From an optimization exercise on the open Yosys and OpenROAD flow, aimed at small area; shortcuts taken in it are not production practice. Function was checked by simulation only, so behaviour that the tests miss may differ from the original.

--- flow/flow/run.sh ---
#!/bin/bash
# The standard ORFS layout (the standard.sh, standard synthesis unchanged), except that
# buffer_ports gives every input and output port a sky130_fd_sc_hd__buf_2 instead of the
# delay buffer it picks by default. The full make output goes to standard_flow.log here.
set -euo pipefail
bash standard.sh "BUFFER_PORTS_ARGS=-buffer_cell sky130_fd_sc_hd__buf_2" finish > standard_flow.log 2>&1
--- flow/design.v ---
module mm_fa(input a, b, c, output s, co);
  assign s  = a ^ b ^ c;
  assign co = (a & b) | (c & (a ^ b));
endmodule
module mm_ha(input a, b, output s, co);
  assign s  = a ^ b;
  assign co = a & b;
endmodule
module MatrixMultiplier
    #(
        parameter WIDTH = 16
    )(
        input                            NRST,CLK,START,
        input      signed [WIDTH - 1: 0] A,B,
        output     signed [2*WIDTH  : 0] OUT,
        output                           OUT_STROBE
    );
  reg s1, s0;
  always @(posedge CLK or negedge NRST)
    if (!NRST) begin
      s1 <= 1'b0; s0 <= 1'b0;
    end else begin
      s1 <= s1 ^ s0;
      s0 <= s1 | (~s0 & START);
    end
  wire p1 = ~s1 & s0;
  assign OUT_STROBE = s1 & s0;
  reg [2*WIDTH:0] Q;
  wire [WIDTH-1:0] nA = ~A, nB = ~B;
  wire pp1 = nA[0] | nB[0];
  wire pp2 = nA[0] | nB[1];
  wire pp3 = nA[0] | nB[2];
  wire pp4 = nA[0] | nB[3];
  wire pp5 = nA[0] | nB[4];
  wire pp6 = nA[0] | nB[5];
  wire pp7 = nA[0] | nB[6];
  wire pp8 = nA[0] | nB[7];
  wire pp9 = nA[0] | nB[8];
  wire pp10 = nA[0] | nB[9];
  wire pp11 = nA[0] | nB[10];
  wire pp12 = nA[0] | nB[11];
  wire pp13 = nA[0] | nB[12];
  wire pp14 = nA[0] | nB[13];
  wire pp15 = nA[0] | nB[14];
  wire pp16 = A[0] & B[15];
  wire pp17 = nA[1] | nB[0];
  wire pp18 = nA[1] | nB[1];
  wire pp19 = nA[1] | nB[2];
  wire pp20 = nA[1] | nB[3];
  wire pp21 = nA[1] | nB[4];
  wire pp22 = nA[1] | nB[5];
  wire pp23 = nA[1] | nB[6];
  wire pp24 = nA[1] | nB[7];
  wire pp25 = nA[1] | nB[8];
  wire pp26 = nA[1] | nB[9];
  wire pp27 = nA[1] | nB[10];
  wire pp28 = nA[1] | nB[11];
  wire pp29 = nA[1] | nB[12];
  wire pp30 = nA[1] | nB[13];
  wire pp31 = nA[1] | nB[14];
  wire pp32 = A[1] & B[15];
  wire pp33 = nA[2] | nB[0];
  wire pp34 = nA[2] | nB[1];
  wire pp35 = nA[2] | nB[2];
  wire pp36 = nA[2] | nB[3];
  wire pp37 = nA[2] | nB[4];
  wire pp38 = nA[2] | nB[5];
  wire pp39 = nA[2] | nB[6];
  wire pp40 = nA[2] | nB[7];
  wire pp41 = nA[2] | nB[8];
  wire pp42 = nA[2] | nB[9];
  wire pp43 = nA[2] | nB[10];
  wire pp44 = nA[2] | nB[11];
  wire pp45 = nA[2] | nB[12];
  wire pp46 = nA[2] | nB[13];
  wire pp47 = nA[2] | nB[14];
  wire pp48 = A[2] & B[15];
  wire pp49 = nA[3] | nB[0];
  wire pp50 = nA[3] | nB[1];
  wire pp51 = nA[3] | nB[2];
  wire pp52 = nA[3] | nB[3];
  wire pp53 = nA[3] | nB[4];
  wire pp54 = nA[3] | nB[5];
  wire pp55 = nA[3] | nB[6];
  wire pp56 = nA[3] | nB[7];
  wire pp57 = nA[3] | nB[8];
  wire pp58 = nA[3] | nB[9];
  wire pp59 = nA[3] | nB[10];
  wire pp60 = nA[3] | nB[11];
  wire pp61 = nA[3] | nB[12];
  wire pp62 = nA[3] | nB[13];
  wire pp63 = nA[3] | nB[14];
  wire pp64 = A[3] & B[15];
  wire pp65 = nA[4] | nB[0];
  wire pp66 = nA[4] | nB[1];
  wire pp67 = nA[4] | nB[2];
  wire pp68 = nA[4] | nB[3];
  wire pp69 = nA[4] | nB[4];
  wire pp70 = nA[4] | nB[5];
  wire pp71 = nA[4] | nB[6];
  wire pp72 = nA[4] | nB[7];
  wire pp73 = nA[4] | nB[8];
  wire pp74 = nA[4] | nB[9];
  wire pp75 = nA[4] | nB[10];
  wire pp76 = nA[4] | nB[11];
  wire pp77 = nA[4] | nB[12];
  wire pp78 = nA[4] | nB[13];
  wire pp79 = nA[4] | nB[14];
  wire pp80 = A[4] & B[15];
  wire pp81 = nA[5] | nB[0];
  wire pp82 = nA[5] | nB[1];
  wire pp83 = nA[5] | nB[2];
  wire pp84 = nA[5] | nB[3];
  wire pp85 = nA[5] | nB[4];
  wire pp86 = nA[5] | nB[5];
  wire pp87 = nA[5] | nB[6];
  wire pp88 = nA[5] | nB[7];
  wire pp89 = nA[5] | nB[8];
  wire pp90 = nA[5] | nB[9];
  wire pp91 = nA[5] | nB[10];
  wire pp92 = nA[5] | nB[11];
  wire pp93 = nA[5] | nB[12];
  wire pp94 = nA[5] | nB[13];
  wire pp95 = nA[5] | nB[14];
  wire pp96 = A[5] & B[15];
  wire pp97 = nA[6] | nB[0];
  wire pp98 = nA[6] | nB[1];
  wire pp99 = nA[6] | nB[2];
  wire pp100 = nA[6] | nB[3];
  wire pp101 = nA[6] | nB[4];
  wire pp102 = nA[6] | nB[5];
  wire pp103 = nA[6] | nB[6];
  wire pp104 = nA[6] | nB[7];
  wire pp105 = nA[6] | nB[8];
  wire pp106 = nA[6] | nB[9];
  wire pp107 = nA[6] | nB[10];
  wire pp108 = nA[6] | nB[11];
  wire pp109 = nA[6] | nB[12];
  wire pp110 = nA[6] | nB[13];
  wire pp111 = nA[6] | nB[14];
  wire pp112 = A[6] & B[15];
  wire pp113 = nA[7] | nB[0];
  wire pp114 = nA[7] | nB[1];
  wire pp115 = nA[7] | nB[2];
  wire pp116 = nA[7] | nB[3];
  wire pp117 = nA[7] | nB[4];
  wire pp118 = nA[7] | nB[5];
  wire pp119 = nA[7] | nB[6];
  wire pp120 = nA[7] | nB[7];
  wire pp121 = nA[7] | nB[8];
  wire pp122 = nA[7] | nB[9];
  wire pp123 = nA[7] | nB[10];
  wire pp124 = nA[7] | nB[11];
  wire pp125 = nA[7] | nB[12];
  wire pp126 = nA[7] | nB[13];
  wire pp127 = nA[7] | nB[14];
  wire pp128 = A[7] & B[15];
  wire pp129 = nA[8] | nB[0];
  wire pp130 = nA[8] | nB[1];
  wire pp131 = nA[8] | nB[2];
  wire pp132 = nA[8] | nB[3];
  wire pp133 = nA[8] | nB[4];
  wire pp134 = nA[8] | nB[5];
  wire pp135 = nA[8] | nB[6];
  wire pp136 = nA[8] | nB[7];
  wire pp137 = nA[8] | nB[8];
  wire pp138 = nA[8] | nB[9];
  wire pp139 = nA[8] | nB[10];
  wire pp140 = nA[8] | nB[11];
  wire pp141 = nA[8] | nB[12];
  wire pp142 = nA[8] | nB[13];
  wire pp143 = nA[8] | nB[14];
  wire pp144 = A[8] & B[15];
  wire pp145 = nA[9] | nB[0];
  wire pp146 = nA[9] | nB[1];
  wire pp147 = nA[9] | nB[2];
  wire pp148 = nA[9] | nB[3];
  wire pp149 = nA[9] | nB[4];
  wire pp150 = nA[9] | nB[5];
  wire pp151 = nA[9] | nB[6];
  wire pp152 = nA[9] | nB[7];
  wire pp153 = nA[9] | nB[8];
  wire pp154 = nA[9] | nB[9];
  wire pp155 = nA[9] | nB[10];
  wire pp156 = nA[9] | nB[11];
  wire pp157 = nA[9] | nB[12];
  wire pp158 = nA[9] | nB[13];
  wire pp159 = nA[9] | nB[14];
  wire pp160 = A[9] & B[15];
  wire pp161 = nA[10] | nB[0];
  wire pp162 = nA[10] | nB[1];
  wire pp163 = nA[10] | nB[2];
  wire pp164 = nA[10] | nB[3];
  wire pp165 = nA[10] | nB[4];
  wire pp166 = nA[10] | nB[5];
  wire pp167 = nA[10] | nB[6];
  wire pp168 = nA[10] | nB[7];
  wire pp169 = nA[10] | nB[8];
  wire pp170 = nA[10] | nB[9];
  wire pp171 = nA[10] | nB[10];
  wire pp172 = nA[10] | nB[11];
  wire pp173 = nA[10] | nB[12];
  wire pp174 = nA[10] | nB[13];
  wire pp175 = nA[10] | nB[14];
  wire pp176 = A[10] & B[15];
  wire pp177 = nA[11] | nB[0];
  wire pp178 = nA[11] | nB[1];
  wire pp179 = nA[11] | nB[2];
  wire pp180 = nA[11] | nB[3];
  wire pp181 = nA[11] | nB[4];
  wire pp182 = nA[11] | nB[5];
  wire pp183 = nA[11] | nB[6];
  wire pp184 = nA[11] | nB[7];
  wire pp185 = nA[11] | nB[8];
  wire pp186 = nA[11] | nB[9];
  wire pp187 = nA[11] | nB[10];
  wire pp188 = nA[11] | nB[11];
  wire pp189 = nA[11] | nB[12];
  wire pp190 = nA[11] | nB[13];
  wire pp191 = nA[11] | nB[14];
  wire pp192 = A[11] & B[15];
  wire pp193 = nA[12] | nB[0];
  wire pp194 = nA[12] | nB[1];
  wire pp195 = nA[12] | nB[2];
  wire pp196 = nA[12] | nB[3];
  wire pp197 = nA[12] | nB[4];
  wire pp198 = nA[12] | nB[5];
  wire pp199 = nA[12] | nB[6];
  wire pp200 = nA[12] | nB[7];
  wire pp201 = nA[12] | nB[8];
  wire pp202 = nA[12] | nB[9];
  wire pp203 = nA[12] | nB[10];
  wire pp204 = nA[12] | nB[11];
  wire pp205 = nA[12] | nB[12];
  wire pp206 = nA[12] | nB[13];
  wire pp207 = nA[12] | nB[14];
  wire pp208 = A[12] & B[15];
  wire pp209 = nA[13] | nB[0];
  wire pp210 = nA[13] | nB[1];
  wire pp211 = nA[13] | nB[2];
  wire pp212 = nA[13] | nB[3];
  wire pp213 = nA[13] | nB[4];
  wire pp214 = nA[13] | nB[5];
  wire pp215 = nA[13] | nB[6];
  wire pp216 = nA[13] | nB[7];
  wire pp217 = nA[13] | nB[8];
  wire pp218 = nA[13] | nB[9];
  wire pp219 = nA[13] | nB[10];
  wire pp220 = nA[13] | nB[11];
  wire pp221 = nA[13] | nB[12];
  wire pp222 = nA[13] | nB[13];
  wire pp223 = nA[13] | nB[14];
  wire pp224 = A[13] & B[15];
  wire pp225 = nA[14] | nB[0];
  wire pp226 = nA[14] | nB[1];
  wire pp227 = nA[14] | nB[2];
  wire pp228 = nA[14] | nB[3];
  wire pp229 = nA[14] | nB[4];
  wire pp230 = nA[14] | nB[5];
  wire pp231 = nA[14] | nB[6];
  wire pp232 = nA[14] | nB[7];
  wire pp233 = nA[14] | nB[8];
  wire pp234 = nA[14] | nB[9];
  wire pp235 = nA[14] | nB[10];
  wire pp236 = nA[14] | nB[11];
  wire pp237 = nA[14] | nB[12];
  wire pp238 = nA[14] | nB[13];
  wire pp239 = nA[14] | nB[14];
  wire pp240 = A[14] & B[15];
  wire pp241 = A[15] & B[0];
  wire pp242 = A[15] & B[1];
  wire pp243 = A[15] & B[2];
  wire pp244 = A[15] & B[3];
  wire pp245 = A[15] & B[4];
  wire pp246 = A[15] & B[5];
  wire pp247 = A[15] & B[6];
  wire pp248 = A[15] & B[7];
  wire pp249 = A[15] & B[8];
  wire pp250 = A[15] & B[9];
  wire pp251 = A[15] & B[10];
  wire pp252 = A[15] & B[11];
  wire pp253 = A[15] & B[12];
  wire pp254 = A[15] & B[13];
  wire pp255 = A[15] & B[14];
  wire pp256 = nA[15] | nB[15];
  wire m257 = p1 | ~Q[0];
  wire m258 = ~(p1 | Q[1]);
  wire m259 = p1 | ~Q[2];
  wire m260 = p1 | ~Q[3];
  wire m261 = p1 | ~Q[4];
  wire m262 = p1 | ~Q[5];
  wire m263 = p1 | ~Q[6];
  wire m264 = p1 | ~Q[7];
  wire m265 = p1 | ~Q[8];
  wire m266 = p1 | ~Q[9];
  wire m267 = p1 | ~Q[10];
  wire m268 = p1 | ~Q[11];
  wire m269 = p1 | ~Q[12];
  wire m270 = p1 | ~Q[13];
  wire m271 = p1 | ~Q[14];
  wire m272 = p1 | ~Q[15];
  wire m273 = p1 | ~Q[16];
  wire m274 = ~(p1 | Q[17]);
  wire m275 = ~(p1 | Q[18]);
  wire m276 = ~(p1 | Q[19]);
  wire m277 = ~(p1 | Q[20]);
  wire m278 = ~(p1 | Q[21]);
  wire m279 = ~(p1 | Q[22]);
  wire m280 = ~(p1 | Q[23]);
  wire m281 = ~(p1 | Q[24]);
  wire m282 = ~(p1 | Q[25]);
  wire m283 = ~(p1 | Q[26]);
  wire m284 = ~(p1 | Q[27]);
  wire m285 = ~(p1 | Q[28]);
  wire m286 = ~(p1 | Q[29]);
  wire m287 = ~(p1 | Q[30]);
  wire m288 = ~(p1 | Q[31]);
  wire m289 = p1 | ~Q[32];
  wire s290, c291;
  mm_ha u_s290 (.a(m269), .b(pp103), .s(s290), .co(c291));
  wire s292, c293;
  mm_fa u_s292 (.a(m270), .b(pp104), .c(pp119), .s(s292), .co(c293));
  wire s294, c295;
  mm_ha u_s294 (.a(pp134), .b(pp14), .s(s294), .co(c295));
  wire s296, c297;
  mm_fa u_s296 (.a(m271), .b(pp105), .c(pp120), .s(s296), .co(c297));
  wire s298, c299;
  mm_fa u_s298 (.a(pp135), .b(pp15), .c(pp150), .s(s298), .co(c299));
  wire s300, c301;
  mm_ha u_s300 (.a(pp165), .b(pp180), .s(s300), .co(c301));
  wire s302, c303;
  mm_fa u_s302 (.a(m272), .b(pp106), .c(pp121), .s(s302), .co(c303));
  wire s304, c305;
  mm_fa u_s304 (.a(pp136), .b(pp151), .c(pp16), .s(s304), .co(c305));
  wire s306, c307;
  mm_fa u_s306 (.a(pp166), .b(pp181), .c(pp196), .s(s306), .co(c307));
  wire s308, c309;
  mm_ha u_s308 (.a(pp211), .b(pp226), .s(s308), .co(c309));
  wire s310, c311;
  mm_fa u_s310 (.a(m273), .b(pp107), .c(pp122), .s(s310), .co(c311));
  wire s312, c313;
  mm_fa u_s312 (.a(pp137), .b(pp152), .c(pp167), .s(s312), .co(c313));
  wire s314, c315;
  mm_fa u_s314 (.a(pp182), .b(pp197), .c(pp212), .s(s314), .co(c315));
  wire s316, c317;
  mm_ha u_s316 (.a(pp227), .b(pp242), .s(s316), .co(c317));
  wire s318, c319;
  mm_fa u_s318 (.a(m274), .b(pp108), .c(pp123), .s(s318), .co(c319));
  wire s320, c321;
  mm_fa u_s320 (.a(pp138), .b(pp153), .c(pp168), .s(s320), .co(c321));
  wire s322, c323;
  mm_fa u_s322 (.a(pp183), .b(pp198), .c(pp213), .s(s322), .co(c323));
  wire s324, c325;
  mm_fa u_s324 (.a(m275), .b(pp109), .c(pp124), .s(s324), .co(c325));
  wire s326, c327;
  mm_fa u_s326 (.a(pp139), .b(pp154), .c(pp169), .s(s326), .co(c327));
  wire s328, c329;
  mm_fa u_s328 (.a(m276), .b(pp110), .c(pp125), .s(s328), .co(c329));
  wire s330, c331;
  mm_ha u_s330 (.a(m265), .b(pp114), .s(s330), .co(c331));
  wire s332, c333;
  mm_fa u_s332 (.a(m266), .b(pp10), .c(pp100), .s(s332), .co(c333));
  wire s334, c335;
  mm_ha u_s334 (.a(pp115), .b(pp130), .s(s334), .co(c335));
  wire s336, c337;
  mm_fa u_s336 (.a(m267), .b(pp101), .c(pp11), .s(s336), .co(c337));
  wire s338, c339;
  mm_fa u_s338 (.a(pp116), .b(pp131), .c(pp146), .s(s338), .co(c339));
  wire s340, c341;
  mm_ha u_s340 (.a(pp161), .b(pp26), .s(s340), .co(c341));
  wire s342, c343;
  mm_fa u_s342 (.a(m268), .b(pp102), .c(pp117), .s(s342), .co(c343));
  wire s344, c345;
  mm_fa u_s344 (.a(pp12), .b(pp132), .c(pp147), .s(s344), .co(c345));
  wire s346, c347;
  mm_fa u_s346 (.a(pp162), .b(pp177), .c(pp27), .s(s346), .co(c347));
  wire s348, c349;
  mm_ha u_s348 (.a(pp42), .b(pp57), .s(s348), .co(c349));
  wire s350, c351;
  mm_fa u_s350 (.a(pp118), .b(pp13), .c(pp133), .s(s350), .co(c351));
  wire s352, c353;
  mm_fa u_s352 (.a(pp148), .b(pp163), .c(pp178), .s(s352), .co(c353));
  wire s354, c355;
  mm_fa u_s354 (.a(pp193), .b(pp28), .c(pp43), .s(s354), .co(c355));
  wire s356, c357;
  mm_fa u_s356 (.a(pp58), .b(pp73), .c(pp88), .s(s356), .co(c357));
  wire s358, c359;
  mm_fa u_s358 (.a(pp149), .b(pp164), .c(pp179), .s(s358), .co(c359));
  wire s360, c361;
  mm_fa u_s360 (.a(pp194), .b(pp209), .c(pp29), .s(s360), .co(c361));
  wire s362, c363;
  mm_fa u_s362 (.a(pp44), .b(pp59), .c(pp74), .s(s362), .co(c363));
  wire s364, c365;
  mm_fa u_s364 (.a(pp89), .b(c291), .c(s294), .s(s364), .co(c365));
  wire s366, c367;
  mm_fa u_s366 (.a(pp195), .b(pp210), .c(pp225), .s(s366), .co(c367));
  wire s368, c369;
  mm_fa u_s368 (.a(pp30), .b(pp45), .c(pp60), .s(s368), .co(c369));
  wire s370, c371;
  mm_fa u_s370 (.a(pp75), .b(pp90), .c(c295), .s(s370), .co(c371));
  wire s372, c373;
  mm_fa u_s372 (.a(s300), .b(c293), .c(s296), .s(s372), .co(c373));
  wire s374, c375;
  mm_fa u_s374 (.a(pp241), .b(pp31), .c(pp46), .s(s374), .co(c375));
  wire s376, c377;
  mm_fa u_s376 (.a(pp61), .b(pp76), .c(pp91), .s(s376), .co(c377));
  wire s378, c379;
  mm_fa u_s378 (.a(c301), .b(s308), .c(c297), .s(s378), .co(c379));
  wire s380, c381;
  mm_fa u_s380 (.a(c299), .b(s302), .c(s304), .s(s380), .co(c381));
  wire s382, c383;
  mm_fa u_s382 (.a(pp32), .b(pp47), .c(pp62), .s(s382), .co(c383));
  wire s384, c385;
  mm_fa u_s384 (.a(pp77), .b(pp92), .c(c309), .s(s384), .co(c385));
  wire s386, c387;
  mm_fa u_s386 (.a(s316), .b(c303), .c(c305), .s(s386), .co(c387));
  wire s388, c389;
  mm_fa u_s388 (.a(c307), .b(s310), .c(s312), .s(s388), .co(c389));
  wire s390, c391;
  mm_fa u_s390 (.a(pp228), .b(pp243), .c(pp48), .s(s390), .co(c391));
  wire s392, c393;
  mm_fa u_s392 (.a(pp63), .b(pp78), .c(pp93), .s(s392), .co(c393));
  wire s394, c395;
  mm_fa u_s394 (.a(c317), .b(c311), .c(c313), .s(s394), .co(c395));
  wire s396, c397;
  mm_fa u_s396 (.a(c315), .b(s318), .c(s320), .s(s396), .co(c397));
  wire s398, c399;
  mm_fa u_s398 (.a(pp184), .b(pp199), .c(pp214), .s(s398), .co(c399));
  wire s400, c401;
  mm_fa u_s400 (.a(pp229), .b(pp244), .c(pp64), .s(s400), .co(c401));
  wire s402, c403;
  mm_fa u_s402 (.a(pp79), .b(pp94), .c(c319), .s(s402), .co(c403));
  wire s404, c405;
  mm_fa u_s404 (.a(c321), .b(c323), .c(s324), .s(s404), .co(c405));
  wire s406, c407;
  mm_fa u_s406 (.a(pp140), .b(pp155), .c(pp170), .s(s406), .co(c407));
  wire s408, c409;
  mm_fa u_s408 (.a(pp185), .b(pp200), .c(pp215), .s(s408), .co(c409));
  wire s410, c411;
  mm_fa u_s410 (.a(pp230), .b(pp245), .c(pp80), .s(s410), .co(c411));
  wire s412, c413;
  mm_fa u_s412 (.a(pp95), .b(c325), .c(c327), .s(s412), .co(c413));
  wire s414, c415;
  mm_fa u_s414 (.a(m277), .b(pp111), .c(pp126), .s(s414), .co(c415));
  wire s416, c417;
  mm_fa u_s416 (.a(pp141), .b(pp156), .c(pp171), .s(s416), .co(c417));
  wire s418, c419;
  mm_fa u_s418 (.a(pp186), .b(pp201), .c(pp216), .s(s418), .co(c419));
  wire s420, c421;
  mm_fa u_s420 (.a(pp231), .b(pp246), .c(pp96), .s(s420), .co(c421));
  wire s422, c423;
  mm_fa u_s422 (.a(m278), .b(pp112), .c(pp127), .s(s422), .co(c423));
  wire s424, c425;
  mm_fa u_s424 (.a(pp142), .b(pp157), .c(pp172), .s(s424), .co(c425));
  wire s426, c427;
  mm_fa u_s426 (.a(pp187), .b(pp202), .c(pp217), .s(s426), .co(c427));
  wire s428, c429;
  mm_fa u_s428 (.a(m279), .b(pp128), .c(pp143), .s(s428), .co(c429));
  wire s430, c431;
  mm_fa u_s430 (.a(pp158), .b(pp173), .c(pp188), .s(s430), .co(c431));
  wire s432, c433;
  mm_fa u_s432 (.a(m280), .b(pp144), .c(pp159), .s(s432), .co(c433));
  wire s434, c435;
  mm_ha u_s434 (.a(m262), .b(pp21), .s(s434), .co(c435));
  wire s436, c437;
  mm_fa u_s436 (.a(m263), .b(pp22), .c(pp37), .s(s436), .co(c437));
  wire s438, c439;
  mm_ha u_s438 (.a(pp52), .b(pp67), .s(s438), .co(c439));
  wire s440, c441;
  mm_fa u_s440 (.a(m264), .b(pp113), .c(pp23), .s(s440), .co(c441));
  wire s442, c443;
  mm_fa u_s442 (.a(pp38), .b(pp53), .c(pp68), .s(s442), .co(c443));
  wire s444, c445;
  mm_ha u_s444 (.a(pp8), .b(pp83), .s(s444), .co(c445));
  wire s446, c447;
  mm_fa u_s446 (.a(pp129), .b(pp24), .c(pp39), .s(s446), .co(c447));
  wire s448, c449;
  mm_fa u_s448 (.a(pp54), .b(pp69), .c(pp84), .s(s448), .co(c449));
  wire s450, c451;
  mm_fa u_s450 (.a(pp9), .b(pp99), .c(s330), .s(s450), .co(c451));
  wire s452, c453;
  mm_fa u_s452 (.a(pp145), .b(pp25), .c(pp40), .s(s452), .co(c453));
  wire s454, c455;
  mm_fa u_s454 (.a(pp55), .b(pp70), .c(pp85), .s(s454), .co(c455));
  wire s456, c457;
  mm_fa u_s456 (.a(c331), .b(s334), .c(s332), .s(s456), .co(c457));
  wire s458, c459;
  mm_fa u_s458 (.a(pp41), .b(pp56), .c(pp71), .s(s458), .co(c459));
  wire s460, c461;
  mm_fa u_s460 (.a(pp86), .b(c335), .c(s340), .s(s460), .co(c461));
  wire s462, c463;
  mm_fa u_s462 (.a(c333), .b(s336), .c(s338), .s(s462), .co(c463));
  wire s464, c465;
  mm_fa u_s464 (.a(pp72), .b(pp87), .c(c341), .s(s464), .co(c465));
  wire s466, c467;
  mm_fa u_s466 (.a(s348), .b(c337), .c(c339), .s(s466), .co(c467));
  wire s468, c469;
  mm_fa u_s468 (.a(s342), .b(s344), .c(s346), .s(s468), .co(c469));
  wire s470, c471;
  mm_fa u_s470 (.a(c349), .b(s290), .c(c343), .s(s470), .co(c471));
  wire s472, c473;
  mm_fa u_s472 (.a(c345), .b(c347), .c(s350), .s(s472), .co(c473));
  wire s474, c475;
  mm_fa u_s474 (.a(s352), .b(s354), .c(s356), .s(s474), .co(c475));
  wire s476, c477;
  mm_fa u_s476 (.a(c351), .b(c353), .c(c355), .s(s476), .co(c477));
  wire s478, c479;
  mm_fa u_s478 (.a(c357), .b(s292), .c(s358), .s(s478), .co(c479));
  wire s480, c481;
  mm_fa u_s480 (.a(s360), .b(s362), .c(s364), .s(s480), .co(c481));
  wire s482, c483;
  mm_fa u_s482 (.a(c359), .b(c361), .c(c363), .s(s482), .co(c483));
  wire s484, c485;
  mm_fa u_s484 (.a(s298), .b(s366), .c(s368), .s(s484), .co(c485));
  wire s486, c487;
  mm_fa u_s486 (.a(c365), .b(s370), .c(s372), .s(s486), .co(c487));
  wire s488, c489;
  mm_fa u_s488 (.a(c367), .b(c369), .c(s306), .s(s488), .co(c489));
  wire s490, c491;
  mm_fa u_s490 (.a(s374), .b(s376), .c(c371), .s(s490), .co(c491));
  wire s492, c493;
  mm_fa u_s492 (.a(c373), .b(s378), .c(s380), .s(s492), .co(c493));
  wire s494, c495;
  mm_fa u_s494 (.a(c375), .b(c377), .c(s314), .s(s494), .co(c495));
  wire s496, c497;
  mm_fa u_s496 (.a(s382), .b(s384), .c(c379), .s(s496), .co(c497));
  wire s498, c499;
  mm_fa u_s498 (.a(c381), .b(s386), .c(s388), .s(s498), .co(c499));
  wire s500, c501;
  mm_fa u_s500 (.a(c383), .b(s322), .c(s390), .s(s500), .co(c501));
  wire s502, c503;
  mm_fa u_s502 (.a(s392), .b(c385), .c(c387), .s(s502), .co(c503));
  wire s504, c505;
  mm_fa u_s504 (.a(c389), .b(s394), .c(s396), .s(s504), .co(c505));
  wire s506, c507;
  mm_fa u_s506 (.a(c391), .b(c393), .c(s326), .s(s506), .co(c507));
  wire s508, c509;
  mm_fa u_s508 (.a(s398), .b(s400), .c(c395), .s(s508), .co(c509));
  wire s510, c511;
  mm_fa u_s510 (.a(c397), .b(s402), .c(s404), .s(s510), .co(c511));
  wire s512, c513;
  mm_fa u_s512 (.a(c399), .b(c401), .c(s328), .s(s512), .co(c513));
  wire s514, c515;
  mm_fa u_s514 (.a(s406), .b(s408), .c(s410), .s(s514), .co(c515));
  wire s516, c517;
  mm_fa u_s516 (.a(c403), .b(c405), .c(s412), .s(s516), .co(c517));
  wire s518, c519;
  mm_fa u_s518 (.a(c329), .b(c407), .c(c409), .s(s518), .co(c519));
  wire s520, c521;
  mm_fa u_s520 (.a(c411), .b(s414), .c(s416), .s(s520), .co(c521));
  wire s522, c523;
  mm_fa u_s522 (.a(s418), .b(s420), .c(c413), .s(s522), .co(c523));
  wire s524, c525;
  mm_fa u_s524 (.a(pp232), .b(pp247), .c(c415), .s(s524), .co(c525));
  wire s526, c527;
  mm_fa u_s526 (.a(c417), .b(c419), .c(c421), .s(s526), .co(c527));
  wire s528, c529;
  mm_fa u_s528 (.a(s422), .b(s424), .c(s426), .s(s528), .co(c529));
  wire s530, c531;
  mm_fa u_s530 (.a(pp203), .b(pp218), .c(pp233), .s(s530), .co(c531));
  wire s532, c533;
  mm_fa u_s532 (.a(pp248), .b(c423), .c(c425), .s(s532), .co(c533));
  wire s534, c535;
  mm_fa u_s534 (.a(c427), .b(s428), .c(s430), .s(s534), .co(c535));
  wire s536, c537;
  mm_fa u_s536 (.a(pp174), .b(pp189), .c(pp204), .s(s536), .co(c537));
  wire s538, c539;
  mm_fa u_s538 (.a(pp219), .b(pp234), .c(pp249), .s(s538), .co(c539));
  wire s540, c541;
  mm_fa u_s540 (.a(c429), .b(c431), .c(s432), .s(s540), .co(c541));
  wire s542, c543;
  mm_fa u_s542 (.a(m281), .b(pp160), .c(pp175), .s(s542), .co(c543));
  wire s544, c545;
  mm_fa u_s544 (.a(pp190), .b(pp205), .c(pp220), .s(s544), .co(c545));
  wire s546, c547;
  mm_fa u_s546 (.a(pp235), .b(pp250), .c(c433), .s(s546), .co(c547));
  wire s548, c549;
  mm_fa u_s548 (.a(m282), .b(pp176), .c(pp191), .s(s548), .co(c549));
  wire s550, c551;
  mm_fa u_s550 (.a(pp206), .b(pp221), .c(pp236), .s(s550), .co(c551));
  wire s552, c553;
  mm_fa u_s552 (.a(m283), .b(pp192), .c(pp207), .s(s552), .co(c553));
  wire s554, c555;
  mm_ha u_s554 (.a(m260), .b(pp19), .s(s554), .co(c555));
  wire s556, c557;
  mm_fa u_s556 (.a(m261), .b(pp20), .c(pp35), .s(s556), .co(c557));
  wire s558, c559;
  mm_ha u_s558 (.a(pp5), .b(pp50), .s(s558), .co(c559));
  wire s560, c561;
  mm_fa u_s560 (.a(pp36), .b(pp51), .c(pp6), .s(s560), .co(c561));
  wire s562, c563;
  mm_fa u_s562 (.a(pp66), .b(pp81), .c(s434), .s(s562), .co(c563));
  wire s564, c565;
  mm_fa u_s564 (.a(pp7), .b(pp82), .c(pp97), .s(s564), .co(c565));
  wire s566, c567;
  mm_fa u_s566 (.a(c435), .b(s438), .c(s436), .s(s566), .co(c567));
  wire s568, c569;
  mm_fa u_s568 (.a(pp98), .b(c439), .c(s444), .s(s568), .co(c569));
  wire s570, c571;
  mm_fa u_s570 (.a(c437), .b(s440), .c(s442), .s(s570), .co(c571));
  wire s572, c573;
  mm_fa u_s572 (.a(c445), .b(c441), .c(c443), .s(s572), .co(c573));
  wire s574, c575;
  mm_fa u_s574 (.a(s446), .b(s448), .c(s450), .s(s574), .co(c575));
  wire s576, c577;
  mm_fa u_s576 (.a(c447), .b(c449), .c(s452), .s(s576), .co(c577));
  wire s578, c579;
  mm_fa u_s578 (.a(s454), .b(c451), .c(s456), .s(s578), .co(c579));
  wire s580, c581;
  mm_fa u_s580 (.a(c453), .b(c455), .c(s458), .s(s580), .co(c581));
  wire s582, c583;
  mm_fa u_s582 (.a(s460), .b(c457), .c(s462), .s(s582), .co(c583));
  wire s584, c585;
  mm_fa u_s584 (.a(c459), .b(c461), .c(s464), .s(s584), .co(c585));
  wire s586, c587;
  mm_fa u_s586 (.a(c463), .b(s466), .c(s468), .s(s586), .co(c587));
  wire s588, c589;
  mm_fa u_s588 (.a(c465), .b(c467), .c(c469), .s(s588), .co(c589));
  wire s590, c591;
  mm_fa u_s590 (.a(s470), .b(s472), .c(s474), .s(s590), .co(c591));
  wire s592, c593;
  mm_fa u_s592 (.a(c471), .b(c473), .c(c475), .s(s592), .co(c593));
  wire s594, c595;
  mm_fa u_s594 (.a(s476), .b(s478), .c(s480), .s(s594), .co(c595));
  wire s596, c597;
  mm_fa u_s596 (.a(c477), .b(c479), .c(s482), .s(s596), .co(c597));
  wire s598, c599;
  mm_fa u_s598 (.a(s484), .b(c481), .c(s486), .s(s598), .co(c599));
  wire s600, c601;
  mm_fa u_s600 (.a(c483), .b(c485), .c(s488), .s(s600), .co(c601));
  wire s602, c603;
  mm_fa u_s602 (.a(s490), .b(c487), .c(s492), .s(s602), .co(c603));
  wire s604, c605;
  mm_fa u_s604 (.a(c489), .b(s494), .c(c491), .s(s604), .co(c605));
  wire s606, c607;
  mm_fa u_s606 (.a(s496), .b(c493), .c(s498), .s(s606), .co(c607));
  wire s608, c609;
  mm_fa u_s608 (.a(c495), .b(s500), .c(c497), .s(s608), .co(c609));
  wire s610, c611;
  mm_fa u_s610 (.a(s502), .b(c499), .c(s504), .s(s610), .co(c611));
  wire s612, c613;
  mm_fa u_s612 (.a(c501), .b(s506), .c(c503), .s(s612), .co(c613));
  wire s614, c615;
  mm_fa u_s614 (.a(s508), .b(c505), .c(s510), .s(s614), .co(c615));
  wire s616, c617;
  mm_fa u_s616 (.a(c507), .b(s512), .c(s514), .s(s616), .co(c617));
  wire s618, c619;
  mm_fa u_s618 (.a(c509), .b(c511), .c(s516), .s(s618), .co(c619));
  wire s620, c621;
  mm_fa u_s620 (.a(c513), .b(c515), .c(s518), .s(s620), .co(c621));
  wire s622, c623;
  mm_fa u_s622 (.a(s520), .b(c517), .c(s522), .s(s622), .co(c623));
  wire s624, c625;
  mm_fa u_s624 (.a(c519), .b(c521), .c(s524), .s(s624), .co(c625));
  wire s626, c627;
  mm_fa u_s626 (.a(s526), .b(s528), .c(c523), .s(s626), .co(c627));
  wire s628, c629;
  mm_fa u_s628 (.a(s530), .b(c525), .c(c527), .s(s628), .co(c629));
  wire s630, c631;
  mm_fa u_s630 (.a(c529), .b(s532), .c(s534), .s(s630), .co(c631));
  wire s632, c633;
  mm_fa u_s632 (.a(c531), .b(s536), .c(s538), .s(s632), .co(c633));
  wire s634, c635;
  mm_fa u_s634 (.a(c533), .b(c535), .c(s540), .s(s634), .co(c635));
  wire s636, c637;
  mm_fa u_s636 (.a(c537), .b(c539), .c(s542), .s(s636), .co(c637));
  wire s638, c639;
  mm_fa u_s638 (.a(s544), .b(c541), .c(s546), .s(s638), .co(c639));
  wire s640, c641;
  mm_fa u_s640 (.a(pp251), .b(c543), .c(c545), .s(s640), .co(c641));
  wire s642, c643;
  mm_fa u_s642 (.a(s548), .b(s550), .c(c547), .s(s642), .co(c643));
  wire s644, c645;
  mm_fa u_s644 (.a(pp222), .b(pp237), .c(pp252), .s(s644), .co(c645));
  wire s646, c647;
  mm_fa u_s646 (.a(c549), .b(c551), .c(s552), .s(s646), .co(c647));
  wire s648, c649;
  mm_fa u_s648 (.a(m284), .b(pp208), .c(pp223), .s(s648), .co(c649));
  wire s650, c651;
  mm_fa u_s650 (.a(pp238), .b(pp253), .c(c553), .s(s650), .co(c651));
  wire s652, c653;
  mm_fa u_s652 (.a(m285), .b(pp224), .c(pp239), .s(s652), .co(c653));
  wire s654, c655;
  mm_ha u_s654 (.a(m259), .b(pp18), .s(s654), .co(c655));
  wire s656, c657;
  mm_fa u_s656 (.a(pp34), .b(pp4), .c(pp49), .s(s656), .co(c657));
  wire s658, c659;
  mm_fa u_s658 (.a(pp65), .b(c555), .c(s558), .s(s658), .co(c659));
  wire s660, c661;
  mm_fa u_s660 (.a(c559), .b(c557), .c(s560), .s(s660), .co(c661));
  wire s662, c663;
  mm_fa u_s662 (.a(c561), .b(s564), .c(c563), .s(s662), .co(c663));
  wire s664, c665;
  mm_fa u_s664 (.a(c565), .b(s568), .c(c567), .s(s664), .co(c665));
  wire s666, c667;
  mm_fa u_s666 (.a(c569), .b(c571), .c(s572), .s(s666), .co(c667));
  wire s668, c669;
  mm_fa u_s668 (.a(c573), .b(s576), .c(c575), .s(s668), .co(c669));
  wire s670, c671;
  mm_fa u_s670 (.a(c577), .b(s580), .c(c579), .s(s670), .co(c671));
  wire s672, c673;
  mm_fa u_s672 (.a(c581), .b(s584), .c(c583), .s(s672), .co(c673));
  wire s674, c675;
  mm_fa u_s674 (.a(c585), .b(c587), .c(s588), .s(s674), .co(c675));
  wire s676, c677;
  mm_fa u_s676 (.a(c589), .b(c591), .c(s592), .s(s676), .co(c677));
  wire s678, c679;
  mm_fa u_s678 (.a(c593), .b(s596), .c(c595), .s(s678), .co(c679));
  wire s680, c681;
  mm_fa u_s680 (.a(c597), .b(s600), .c(c599), .s(s680), .co(c681));
  wire s682, c683;
  mm_fa u_s682 (.a(c601), .b(s604), .c(c603), .s(s682), .co(c683));
  wire s684, c685;
  mm_fa u_s684 (.a(c605), .b(s608), .c(c607), .s(s684), .co(c685));
  wire s686, c687;
  mm_fa u_s686 (.a(c609), .b(s612), .c(c611), .s(s686), .co(c687));
  wire s688, c689;
  mm_fa u_s688 (.a(s616), .b(c613), .c(c615), .s(s688), .co(c689));
  wire s690, c691;
  mm_fa u_s690 (.a(c617), .b(s620), .c(c619), .s(s690), .co(c691));
  wire s692, c693;
  mm_fa u_s692 (.a(c621), .b(s624), .c(c623), .s(s692), .co(c693));
  wire s694, c695;
  mm_fa u_s694 (.a(c625), .b(s628), .c(s630), .s(s694), .co(c695));
  wire s696, c697;
  mm_fa u_s696 (.a(s632), .b(c629), .c(c631), .s(s696), .co(c697));
  wire s698, c699;
  mm_fa u_s698 (.a(c633), .b(s636), .c(c635), .s(s698), .co(c699));
  wire s700, c701;
  mm_fa u_s700 (.a(c637), .b(s640), .c(c639), .s(s700), .co(c701));
  wire s702, c703;
  mm_fa u_s702 (.a(s644), .b(c641), .c(s646), .s(s702), .co(c703));
  wire s704, c705;
  mm_fa u_s704 (.a(c645), .b(s648), .c(c647), .s(s704), .co(c705));
  wire s706, c707;
  mm_fa u_s706 (.a(pp254), .b(c649), .c(s652), .s(s706), .co(c707));
  wire s708, c709;
  mm_fa u_s708 (.a(m286), .b(pp240), .c(pp255), .s(s708), .co(c709));
  wire s710, c711;
  mm_ha u_s710 (.a(m258), .b(pp17), .s(s710), .co(c711));
  wire s712, c713;
  mm_fa u_s712 (.a(pp3), .b(pp33), .c(s654), .s(s712), .co(c713));
  wire s714, c715;
  mm_fa u_s714 (.a(c655), .b(s554), .c(s656), .s(s714), .co(c715));
  wire s716, c717;
  mm_fa u_s716 (.a(c657), .b(s556), .c(s658), .s(s716), .co(c717));
  wire s718, c719;
  mm_fa u_s718 (.a(c659), .b(s562), .c(s660), .s(s718), .co(c719));
  wire s720, c721;
  mm_fa u_s720 (.a(c661), .b(s566), .c(s662), .s(s720), .co(c721));
  wire s722, c723;
  mm_fa u_s722 (.a(s570), .b(c663), .c(s664), .s(s722), .co(c723));
  wire s724, c725;
  mm_fa u_s724 (.a(s574), .b(c665), .c(s666), .s(s724), .co(c725));
  wire s726, c727;
  mm_fa u_s726 (.a(c667), .b(s578), .c(s668), .s(s726), .co(c727));
  wire s728, c729;
  mm_fa u_s728 (.a(s582), .b(c669), .c(s670), .s(s728), .co(c729));
  wire s730, c731;
  mm_fa u_s730 (.a(s586), .b(c671), .c(s672), .s(s730), .co(c731));
  wire s732, c733;
  mm_fa u_s732 (.a(s590), .b(c673), .c(s674), .s(s732), .co(c733));
  wire s734, c735;
  mm_fa u_s734 (.a(s594), .b(c675), .c(s676), .s(s734), .co(c735));
  wire s736, c737;
  mm_fa u_s736 (.a(c677), .b(s598), .c(s678), .s(s736), .co(c737));
  wire s738, c739;
  mm_fa u_s738 (.a(s602), .b(c679), .c(s680), .s(s738), .co(c739));
  wire s740, c741;
  mm_fa u_s740 (.a(s606), .b(c681), .c(s682), .s(s740), .co(c741));
  wire s742, c743;
  mm_fa u_s742 (.a(s610), .b(c683), .c(s684), .s(s742), .co(c743));
  wire s744, c745;
  mm_fa u_s744 (.a(s614), .b(c685), .c(s686), .s(s744), .co(c745));
  wire s746, c747;
  mm_fa u_s746 (.a(s618), .b(c687), .c(s688), .s(s746), .co(c747));
  wire s748, c749;
  mm_fa u_s748 (.a(s622), .b(c689), .c(s690), .s(s748), .co(c749));
  wire s750, c751;
  mm_fa u_s750 (.a(s626), .b(c691), .c(s692), .s(s750), .co(c751));
  wire s752, c753;
  mm_fa u_s752 (.a(c627), .b(s694), .c(c693), .s(s752), .co(c753));
  wire s754, c755;
  mm_fa u_s754 (.a(s634), .b(c695), .c(s696), .s(s754), .co(c755));
  wire s756, c757;
  mm_fa u_s756 (.a(s638), .b(c697), .c(s698), .s(s756), .co(c757));
  wire s758, c759;
  mm_fa u_s758 (.a(s642), .b(c699), .c(s700), .s(s758), .co(c759));
  wire s760, c761;
  mm_fa u_s760 (.a(c643), .b(s702), .c(c701), .s(s760), .co(c761));
  wire s762, c763;
  mm_fa u_s762 (.a(s650), .b(c703), .c(s704), .s(s762), .co(c763));
  wire s764, c765;
  mm_fa u_s764 (.a(c651), .b(s706), .c(c705), .s(s764), .co(c765));
  wire s766, c767;
  mm_fa u_s766 (.a(c653), .b(s708), .c(c707), .s(s766), .co(c767));
  wire s768, c769;
  mm_fa u_s768 (.a(m287), .b(pp256), .c(c709), .s(s768), .co(c769));
  wire s770, c771;
  mm_ha u_s770 (.a(m257), .b(pp1), .s(s770), .co(c771));
  wire s772, c773;
  mm_fa u_s772 (.a(pp2), .b(c771), .c(s710), .s(s772), .co(c773));
  wire s774, c775;
  mm_fa u_s774 (.a(c711), .b(c773), .c(s712), .s(s774), .co(c775));
  wire s776, c777;
  mm_fa u_s776 (.a(c713), .b(s714), .c(c775), .s(s776), .co(c777));
  wire s778, c779;
  mm_fa u_s778 (.a(c715), .b(s716), .c(c777), .s(s778), .co(c779));
  wire s780, c781;
  mm_fa u_s780 (.a(c717), .b(s718), .c(c779), .s(s780), .co(c781));
  wire s782, c783;
  mm_ha u_s782 (.a(c719), .b(s720), .s(s782), .co(c783));
  wire s784, c785;
  mm_ha u_s784 (.a(c721), .b(s722), .s(s784), .co(c785));
  wire s786, c787;
  mm_ha u_s786 (.a(c723), .b(s724), .s(s786), .co(c787));
  wire s788, c789;
  mm_ha u_s788 (.a(c725), .b(s726), .s(s788), .co(c789));
  wire s790, c791;
  mm_ha u_s790 (.a(c727), .b(s728), .s(s790), .co(c791));
  wire s792, c793;
  mm_ha u_s792 (.a(c729), .b(s730), .s(s792), .co(c793));
  wire s794, c795;
  mm_ha u_s794 (.a(c731), .b(s732), .s(s794), .co(c795));
  wire s796, c797;
  mm_ha u_s796 (.a(c733), .b(s734), .s(s796), .co(c797));
  wire s798, c799;
  mm_ha u_s798 (.a(c735), .b(s736), .s(s798), .co(c799));
  wire s800, c801;
  mm_ha u_s800 (.a(c737), .b(s738), .s(s800), .co(c801));
  wire s802, c803;
  mm_ha u_s802 (.a(c739), .b(s740), .s(s802), .co(c803));
  wire s804, c805;
  mm_ha u_s804 (.a(c741), .b(s742), .s(s804), .co(c805));
  wire s806, c807;
  mm_ha u_s806 (.a(c743), .b(s744), .s(s806), .co(c807));
  wire s808, c809;
  mm_ha u_s808 (.a(c745), .b(s746), .s(s808), .co(c809));
  wire s810, c811;
  mm_ha u_s810 (.a(c747), .b(s748), .s(s810), .co(c811));
  wire s812, c813;
  mm_ha u_s812 (.a(c749), .b(s750), .s(s812), .co(c813));
  wire s814, c815;
  mm_ha u_s814 (.a(c751), .b(s752), .s(s814), .co(c815));
  wire s816, c817;
  mm_ha u_s816 (.a(c753), .b(s754), .s(s816), .co(c817));
  wire s818, c819;
  mm_ha u_s818 (.a(c755), .b(s756), .s(s818), .co(c819));
  wire s820, c821;
  mm_ha u_s820 (.a(c757), .b(s758), .s(s820), .co(c821));
  wire s822, c823;
  mm_ha u_s822 (.a(c759), .b(s760), .s(s822), .co(c823));
  wire s824, c825;
  mm_ha u_s824 (.a(c761), .b(s762), .s(s824), .co(c825));
  wire s826, c827;
  mm_ha u_s826 (.a(c763), .b(s764), .s(s826), .co(c827));
  wire s828, c829;
  mm_ha u_s828 (.a(c765), .b(s766), .s(s828), .co(c829));
  wire s830, c831;
  mm_ha u_s830 (.a(c767), .b(s768), .s(s830), .co(c831));
  wire s832, c833;
  mm_ha u_s832 (.a(c769), .b(m288), .s(s832), .co(c833));
  wire G834 = c783 | (s782 & c781);
  wire G835 = c787 | (s786 & c785);
  wire P836 = s786 & s784;
  wire G837 = c791 | (s790 & c789);
  wire P838 = s790 & s788;
  wire G839 = c795 | (s794 & c793);
  wire P840 = s794 & s792;
  wire G841 = c799 | (s798 & c797);
  wire P842 = s798 & s796;
  wire G843 = c803 | (s802 & c801);
  wire P844 = s802 & s800;
  wire G845 = c807 | (s806 & c805);
  wire P846 = s806 & s804;
  wire G847 = c811 | (s810 & c809);
  wire P848 = s810 & s808;
  wire G849 = c815 | (s814 & c813);
  wire P850 = s814 & s812;
  wire G851 = c819 | (s818 & c817);
  wire P852 = s818 & s816;
  wire G853 = c823 | (s822 & c821);
  wire P854 = s822 & s820;
  wire G855 = c827 | (s826 & c825);
  wire P856 = s826 & s824;
  wire G857 = c831 | (s830 & c829);
  wire P858 = s830 & s828;
  wire G859 = 1'b0 | (m289 & c833);
  wire P860 = m289 & s832;
  wire G861 = G835 | (P836 & G834);
  wire G862 = G839 | (P840 & G837);
  wire P863 = P840 & P838;
  wire G864 = G843 | (P844 & G841);
  wire P865 = P844 & P842;
  wire G866 = G847 | (P848 & G845);
  wire P867 = P848 & P846;
  wire G868 = G851 | (P852 & G849);
  wire P869 = P852 & P850;
  wire G870 = G855 | (P856 & G853);
  wire P871 = P856 & P854;
  wire G872 = G859 | (P860 & G857);
  wire P873 = P860 & P858;
  wire G874 = G862 | (P863 & G861);
  wire G875 = G866 | (P867 & G864);
  wire P876 = P867 & P865;
  wire G877 = G870 | (P871 & G868);
  wire P878 = P871 & P869;
  wire G879 = G875 | (P876 & G874);
  wire G880 = G877 | (P878 & G879);
  wire G881 = G864 | (P865 & G874);
  wire G882 = G868 | (P869 & G879);
  wire G883 = G872 | (P873 & G880);
  wire G884 = G837 | (P838 & G861);
  wire G885 = G841 | (P842 & G874);
  wire G886 = G845 | (P846 & G881);
  wire G887 = G849 | (P850 & G879);
  wire G888 = G853 | (P854 & G882);
  wire G889 = G857 | (P858 & G880);
  wire G890 = c785 | (s784 & G834);
  wire G891 = c789 | (s788 & G861);
  wire G892 = c793 | (s792 & G884);
  wire G893 = c797 | (s796 & G874);
  wire G894 = c801 | (s800 & G885);
  wire G895 = c805 | (s804 & G881);
  wire G896 = c809 | (s808 & G886);
  wire G897 = c813 | (s812 & G879);
  wire G898 = c817 | (s816 & G887);
  wire G899 = c821 | (s820 & G882);
  wire G900 = c825 | (s824 & G888);
  wire G901 = c829 | (s828 & G880);
  wire G902 = c833 | (s832 & G889);
  wire S903 = s782 ^ c781;
  wire S904 = s784 ^ G834;
  wire S905 = s786 ^ G890;
  wire S906 = s788 ^ G861;
  wire S907 = s790 ^ G891;
  wire S908 = s792 ^ G884;
  wire S909 = s794 ^ G892;
  wire S910 = s796 ^ G874;
  wire S911 = s798 ^ G893;
  wire S912 = s800 ^ G885;
  wire S913 = s802 ^ G894;
  wire S914 = s804 ^ G881;
  wire S915 = s806 ^ G895;
  wire S916 = s808 ^ G886;
  wire S917 = s810 ^ G896;
  wire S918 = s812 ^ G879;
  wire S919 = s814 ^ G897;
  wire S920 = s816 ^ G887;
  wire S921 = s818 ^ G898;
  wire S922 = s820 ^ G882;
  wire S923 = s822 ^ G899;
  wire S924 = s824 ^ G888;
  wire S925 = s826 ^ G900;
  wire S926 = s828 ^ G880;
  wire S927 = s830 ^ G901;
  wire S928 = s832 ^ G889;
  wire S929 = m289 ^ G902;
  wire [2*WIDTH:0] S = {S929, S928, S927, S926, S925, S924, S923, S922, S921, S920, S919, S918, S917, S916, S915, S914, S913, S912, S911, S910, S909, S908, S907, S906, S905, S904, S903, s780, s778, s776, s774, s772, s770};
  always @(posedge CLK)
    Q <= ~S;
  assign OUT = Q;
endmodule
--- flow/config.mk ---
export PLATFORM = sky130hd
export DESIGN_NAME = MatrixMultiplier
export DESIGN_NICKNAME = MatrixMultiplier
export VERILOG_FILES = /design/flow/design.v
export SDC_FILE = /design/flow/constraint.sdc
export NUM_CORES = 4
export LEC_CHECK = 0
export CAP_MARGIN = 20
export CORE_MARGIN = 2
export CORE_UTILIZATION = 40
export CTS_BUF_LIST = sky130_fd_sc_hd__clkbuf_4 sky130_fd_sc_hd__clkbuf_8
export SLEW_MARGIN = 20
export SYNTH_HIERARCHICAL = 1
--- flow/constraint.sdc ---
create_clock -name core_clock -period 7.5 [get_ports {CLK}]
set_input_delay 1.5000 -clock core_clock [delete_from_list [all_inputs] [get_ports {CLK}]]
set_output_delay 1.5000 -clock core_clock [all_outputs]
set_load 0.01 [all_outputs]
--- flow/standard.sh ---
#!/bin/bash
# synth_recipe.tcl (not shown) runs the flow's synth.tcl, then flattens the netlist and writes it again
# the make line also repeats each setting of config.mk as NAME=value (left out here)
make -C /OpenROAD-flow-scripts/flow DESIGN_CONFIG=/design/flow/config.mk WORK_HOME=/design/flow/orfs CLKGATE_MAP_FILE= SYNTH_SCRIPT=/design/flow/synth_recipe.tcl "${@:-finish}"
==> run notes <==
worst min-delay path by stage:
stage / start / to / depth (start not counted)
finish: s0 / s0 / 1
global route: s0 / s0 / 1
CTS: s0 / s0 / 1
detailed placement: s0 / s0 / 1
global placement: s0 / s0 / 1
floorplan: s0 / s0 / 1
stage by stage:
stage / cells / hold slack [ns] / worst slack [ns] / area, um2
5_1_grt: 1061 / 0.552 / 0.849 / 8660
6_report: 1061 / 0.507 / 1.11 / 8660
4_1_cts: 1061 / 0.526 / 1.12 / 8660
3_5_place_dp: 1053 / 0.509 / 0.773 / 8550
3_3_place_gp: 1053 / 0.484 / 0.793 / 8550
2_1_floorplan: 751 / 0.454 / 1.16 / 7980
cells by family (layout without fill, tap and decap cells):
logic type               after synthesis  in the layout
AO/OA/AOI/OAI                         30             30
adder cells (fa/ha/maj)              288            288
AND/OR/NAND/NOR                      322            322
buffers and inverters                 63            108
flip-flops                            35             35
XOR/XNOR                              13             13
placed cells by master (no fill, tap or decap), types with 2 or more instances in the layout:
| cell | instances |
|---|---|
| nand4_1 | 4 |
| dfxtp_1 | 33 |
| nand2_1 | 232 |
| nor2_1 | 34 |
| a21oi_2 | 2 |
| a21oi_1 | 8 |
| nand3_1 | 2 |
| nand2b_1 | 16 |
| ha_1 | 59 |
| buf_2 | 68 |
| clkbuf_8 | 5 |
| o21ai_1 | 2 |
| and2_1 | 30 |
| o21bai_1 | 3 |
| xor2_1 | 12 |
| buf_4 | 4 |
| fa_1 | 229 |
| dfrtp_1 | 2 |
| a31o_4 | 2 |
| inv_1 | 28 |
| a21o_1 | 3 |
routing by layer:
layer / track usage, % / share of wire, % / vias up / wire, um
met3: 3.65 / 5.6 / 41 / 1170
met2: 35.5 / 48 / 199 / 10100
met4: 7.60 / 3.6 / 2 / 745
li1: - / - / 2397 / -
met1: 28.2 / 43 / 2934 / 8950
met5: 0 / 0.033 / - / 7
modules after synthesis (local to each module, per instance):
module	cells inside	copies in the design	area (um2)	flip-flops and latches
mm_fa	1	229	20.0	0
MatrixMultiplier	479	1	2850	35
mm_ha	1	43	12.5	0
state kept, by name, summed over array words and instances, names as in the netlist:
signal	count
s1	1
Q	33
s0	1
layout make-up:
type	count	area, um2
clock buffers	5	68.8
fillers	1960	10900
multi-input cells	653	7030
flip-flops and latches	35	711
repair buffers	72	370
well taps	265	332
inverters	28	105
clock inverters	3	46.3
cell usage after synthesis, drive strengths merged:
cell and instances:
nor2 34, a21oi 11, o211ai 1, and2 30, a311oi 1, fa 229, xor2 12, clkbuf 35
or2 1, nand4 4, nor2b 1, and4 1, dfrtp 2, ha 59, nor3 1, dfxtp 33
a21o 4, o21ai 4, inv 28, nand2 232, nand3 2, xnor2 1, a211o 1, o21bai 3
a31o 3, nand2b 16, a21boi 2
==> results.json <==
{
  "grt_pass1_wl_mm": 34.8,
  "synth.ff_latch_count": 35,
  "ctsResizeCount": 0,
  "drt_iter0_markers": 283,
  "endpoint_kind": "register",
  "reg2reg_to": "Q[28]",
  "synthMuxAreaShare_pct": 0,
  "cts_hold_buf": 0,
  "grtUsageTotal_pct": 21.3,
  "rows": 51,
  "cts_tree": "yes",
  "critPathMaxFanout": 16,
  "io_buffers": 68,
  "root_buffer": "clkbuf_8",
  "ios": 69,
  "cp-start-kind": "input port",
  "r2r-start": "s1",
  "ant_nets": 0,
  "coreArea_um2": 19500,
  "synthSimpleGateAreaFrac_pct": 16.9,
  "fmax_mhz": 157,
  "start_util_pct": 40.8,
  "syn_area_per_cell_um2": 10.6,
  "setup_violations": 0,
  "nets": 1118,
  "via_per_inst": 5.25,
  "synth_xor_area_share_pct": 1.43,
  "drc": 0,
  "seq_area_frac_synth_pct": 8.91,
  "cpMostUsedCell": "fa_1",
  "r2r_slack_ns": 1.44,
  "finalMaxSlewViolations": 0,
  "grt_max_degree": 22,
  "yosys_warnings": 7,
  "path_depth": 18,
  "post_cts_buffers": 0,
  "antenna_found_initial": 1,
  "grt-ovfl-total": 0,
  "finalSetupTns_ns": 0,
  "via_count": 5573,
  "path_cells": "buf_2 > nand2_1 > fa_1 > fa_1 > fa_1 > fa_1 > fa_1 > fa_1 > ha_1 > a21oi_2 > o21bai_1 > a211o_1 > a31o_4 > a21boi_2 > o21ai_1 > ha_1 > nor2_1 > xor2_1",
  "maxSlewHeadroom_pct": 46.5,
  "finalHoldViolCount": 0,
  "crit_slowest_cell": "fa_1",
  "synth_top_family_by_area": "adder cells",
  "maxCapViolCount": 0,
  "post-route-period-util_pct": 85.1,
  "areaGrowthSynthToFinish_pct": 8.60,
  "clock-sinks": 35,
  "synthesis.area_um2": 7980,
  "slowest_delay_ns": 0.56,
  "crit_family": "adder cells",
  "min_path_type": "reg2reg",
  "wirelength_mm": 21.0,
  "crit_start": "A[0]",
  "diodes": 0,
  "crit_arrival_ns": 6.65,
  "fin_skew_ns": 0.0177,
  "yosys.area.top_type": "fa_1",
  "die-area_um2": 21100,
  "post-route-util_pct": 44.4,
  "status": "no timing/DRC/antenna violations",
  "synth_top_area_share_pct": 57.5,
  "rsz0062_at_grt": "no",
  "synth-compound-area-share_pct": 3.07,
  "crit_required_ns": 7.77,
  "clock_latency_ns": 0.34,
  "drive_gt1_share_pct": 11.3,
  "period_minus_slack_ns": 6.39,
  "drt_pass1_iterations": 5,
  "critPathCapture": "Q[28]",
  "synth_nets": 1074,
  "die_w_um": 145,
  "dp_hpwl_mm": 16.7,
  "htreeDepth": 2,
  "tightest_slew_ns": 0.802,
  "clk_path_buf_depth": 2,
  "gp_congestion": 0.844,
  "synth_fa_ha_area_share_pct": 66.7,
  "ff2ff_path_depth": 19,
  "worst-path-buf-inv": 1,
  "die_h_um": 145,
  "synth_cell_types": 34,
  "yosys-top-cells-area": "fa_1 57%, nand2_1 11%, ha_1 9.3%, dfxtp_1 8.3%, and2_1 2.4%",
  "worstSetupPathType": "in2reg",
  "path_clk_slew_ns": 0.10,
  "routedWlPerCell_um": 19.8,
  "numCtsBuffers": 5,
  "first_global_vias": 6372,
  "synthCells": 751
}

==> afterwards: timing with drivers on the ports <==
No port has a modelled driver above. Below, the same layout with a new extraction and two added sets of constraints.
Step 1 sets driving cells, clkbuf_16 on the clock port and buf_2 on the other inputs (assumed; they add their load-dependent delay and slew).
Step 2 adds t to the input delays and takes it off the output delays; t is the mean of the earliest and latest rising clock arrival at the registers after step 1. Input paths then give back, and output paths get back, about the clock's delay inside the block.
a / b / c = ideal ports / drivers / drivers and shift; a / b = the first two.
shift t [ns]: 0.366
setup WS [ns]: 1.115 / 1.129 / 0.762
worst register clock-pin slew, ns: 0.11 / 0.11
After both steps this run still meets setup and hold. The setup slack of this run moves by +0.014 ns with the drivers and by -0.353 ns with both steps.
